What follows belongs to an exercise in optimizing a design on an open flow for small area; a production flow would make more cautious choices.
In this exercise RTL edits were held to simulation tests only and were not proved equivalent to the original. No driver is modelled on the clock port, so clocking that relies on it looks cheaper here than on a real chip.

## mem_tester
module mem_tester
#(
  parameter DRAM_DATA_SIZE = 16,
  parameter DRAM_COL_SIZE = 9,
  parameter DRAM_ROW_SIZE = 13,
  parameter DRAM_TEST_ROWBNK = 7  
)
(
	input clk,
	input rst_n,
	output reg [31:0] passcount,
	output reg [31:0] failcount,
	input  [DRAM_DATA_SIZE-1:0] DRAM_DQ_I,
	output [DRAM_DATA_SIZE-1:0] DRAM_DQ_O,
	output DRAM_DQ_OE,
	output [DRAM_ROW_SIZE-1:0] DRAM_ADDR,
	output DRAM_LDQM,DRAM_UDQM,
	output DRAM_WE_N,
	output DRAM_CAS_N,
	output DRAM_RAS_N,
	output DRAM_CS_N,
	output DRAM_BA_0,
	output DRAM_BA_1
);
reg inc_pass_ctr;  
reg inc_err_ctr;   
reg check_in_progress;  
always @(posedge clk)
	if( !rst_n ) passcount <= 32'd0;
		else if( inc_pass_ctr ) passcount <= passcount + 32'd1;
always @(posedge clk)
	if ( !rst_n ) failcount <= 32'd0;
		else if( inc_err_ctr ) failcount <= failcount + 32'd1;
wire [DRAM_DATA_SIZE-1:0] rnd_out_nx;  
wire dram_ready;
reg dram_start,dram_rnw;
wire rd_state, hold_a, long_loop, inj_a, inj_b;
wire [5:0] rom_idx;
rnd_vec_gen my_rnd
(
	.clk(clk),
	.next(dram_ready),
	.rnw(dram_rnw),
	.rd_state(rd_state),
	.hold_a(hold_a),
	.long_loop(long_loop),
	.inj_a(inj_a),
	.inj_b(inj_b),
	.rom_idx(rom_idx),
	.wr_out_d(DRAM_DQ_O),
	.rd_out_nx(rnd_out_nx)
);
wire dram_done;
sdram_control my_dram
(
	.rst_n(rst_n),
	.clk(clk),
	.start(dram_start),
	.rnw(dram_rnw),
	.done(dram_done),
	.ready(dram_ready),
	.rd_state(rd_state),
	.hold_a(hold_a),
	.long_loop(long_loop),
	.inj_a(inj_a),
	.inj_b(inj_b),
	.rom_idx(rom_idx),
	.DRAM_DQ_I(DRAM_DQ_I),
	.DRAM_DQ_OE(DRAM_DQ_OE),
	.DRAM_ADDR(DRAM_ADDR),
	.DRAM_CS_N(DRAM_CS_N),
	.DRAM_RAS_N(DRAM_RAS_N),
	.DRAM_CAS_N(DRAM_CAS_N),
	.DRAM_WE_N(DRAM_WE_N),
	.DRAM_LDQM(DRAM_LDQM),
	.DRAM_UDQM(DRAM_UDQM),
	.DRAM_BA_0(DRAM_BA_0),
	.DRAM_BA_1(DRAM_BA_1)
);
defparam my_dram.DRAM_DATA_SIZE = DRAM_DATA_SIZE;
  ...
Size: roughly 3200 cells after synthesis, ~2000 flip-flops, about 120 I/O pins, roughly 49000 sq um of cells after synthesis.
clock: 5.0 ns
lec_check: 0
cap_margin: 20
core_margin: 2
core_utilization: 55
cts_buf_list: sky130_fd_sc_hd__clkbuf_8
cts_cluster_diameter: 50
cts_cluster_size: 16
place_density: 0.75
slew_margin: 20
standard.sh (not shown) runs the stock make flow with config.mk's settings and CLKGATE_MAP_FILE= SYNTH_SCRIPT=/design/flow/synth_recipe.tcl, a recipe that flattens the netlist after the stock synthesis.
==> flow/flow/run.sh <==
#!/bin/bash
# Own layout flow: the standard flow (standard.sh, unchanged synthesis) with
#  - port buffers of the smallest buffer cell instead of the default choice,
#  - clock tree built from clkbuf_8 clusters of up to 19 flip-flops, without
#    dummy loads.
# The full output of the ORFS run is kept in standard.log; ORFS's per-step logs
# are under orfs/logs/.
set -euo pipefail
export BUFFER_PORTS_ARGS="-buffer_cell sky130_fd_sc_hd__buf_1"
export CTS_ARGS="-sink_clustering_enable -repair_clock_nets -sink_clustering_size 19 -sink_clustering_max_diameter 60 -buf_list sky130_fd_sc_hd__clkbuf_8 -dont_use_dummy_load"
bash standard.sh > standard.log 2>&1
Change:
==> flow/flow/run.sh (replaced) <==
#!/bin/bash
# Own layout flow: the standard flow (standard.sh, unchanged synthesis) with
#  - port buffers of the smallest buffer cell instead of the default choice,
#  - clock tree built from clkbuf_8 clusters without dummy loads.
# The full output of the ORFS run is kept in standard.log; ORFS's per-step logs
# are under orfs/logs/.
set -euo pipefail
export BUFFER_PORTS_ARGS="-buffer_cell sky130_fd_sc_hd__buf_1"
export CTS_ARGS="-sink_clustering_enable -repair_clock_nets -sink_clustering_size 34 -sink_clustering_max_diameter 100 -buf_list sky130_fd_sc_hd__clkbuf_16 -dont_use_dummy_load"
bash standard.sh > standard.log 2>&1
Result: Final cell count drops by 1.4%; non-clock buffer count is unchanged; worst setup slack improved by 0.063 ns; count of clock-buffer cells in the layout goes down by 62.
Change:
--- a/flow/flow/run.sh
+++ b/flow/flow/run.sh
@@ -8,3 +8,3 @@
 export BUFFER_PORTS_ARGS="-buffer_cell sky130_fd_sc_hd__buf_1"
-export CTS_ARGS="-sink_clustering_enable -repair_clock_nets -sink_clustering_size 34 -sink_clustering_max_diameter 100 -buf_list sky130_fd_sc_hd__clkbuf_16 -dont_use_dummy_load"
+export CTS_ARGS="-sink_clustering_enable -repair_clock_nets -sink_clustering_size 16 -sink_clustering_max_diameter 50 -buf_list sky130_fd_sc_hd__clkbuf_8 -dont_use_dummy_load"
 bash standard.sh > standard.log 2>&1
The new run went through all stages and came out clean.
Setup slack gets worse by 0.029 ns.
Count of clock-buffer cells in the layout goes up by 85.
Wire length rose by 1.3%.
Cell area is higher by 0.77%.

==> afterwards: timing with drivers on the ports <==
Ports are ideal in the flow. The routed layouts listed here were re-timed in OpenROAD. Step 1 (the two cells are an assumption about what drives the block):
set clk [get_ports {clk}]
set_driving_cell -lib_cell sky130_fd_sc_hd__clkbuf_16 $clk
set_driving_cell -lib_cell sky130_fd_sc_hd__buf_2 [delete_from_list [all_inputs] $clk]
Step 2 also shifts input and output timing later by t, the mid clock arrival at the registers, as if the neighbouring blocks saw the same clock. a / b / c = no drivers / after step 1 / after step 2; a / b = the first two.
run | shift t [ns] | slack for setup (ns) | worst setup path after step 2 | clock arrival spread, ns | worst slew at a driven data input, ns
the first run | 0.834 | 0.428 / 0.428 / 0.428 | register to register | 0.093 / 0.093 | 0.13
the second run | 0.701 | 0.491 / 0.491 / 0.491 | register to register | 0.073 / 0.073 | 0.12
the third run | 0.846 | 0.462 / 0.462 / 0.462 | register to register | 0.103 / 0.103 | 0.13
After both steps every run listed still meets setup and hold.
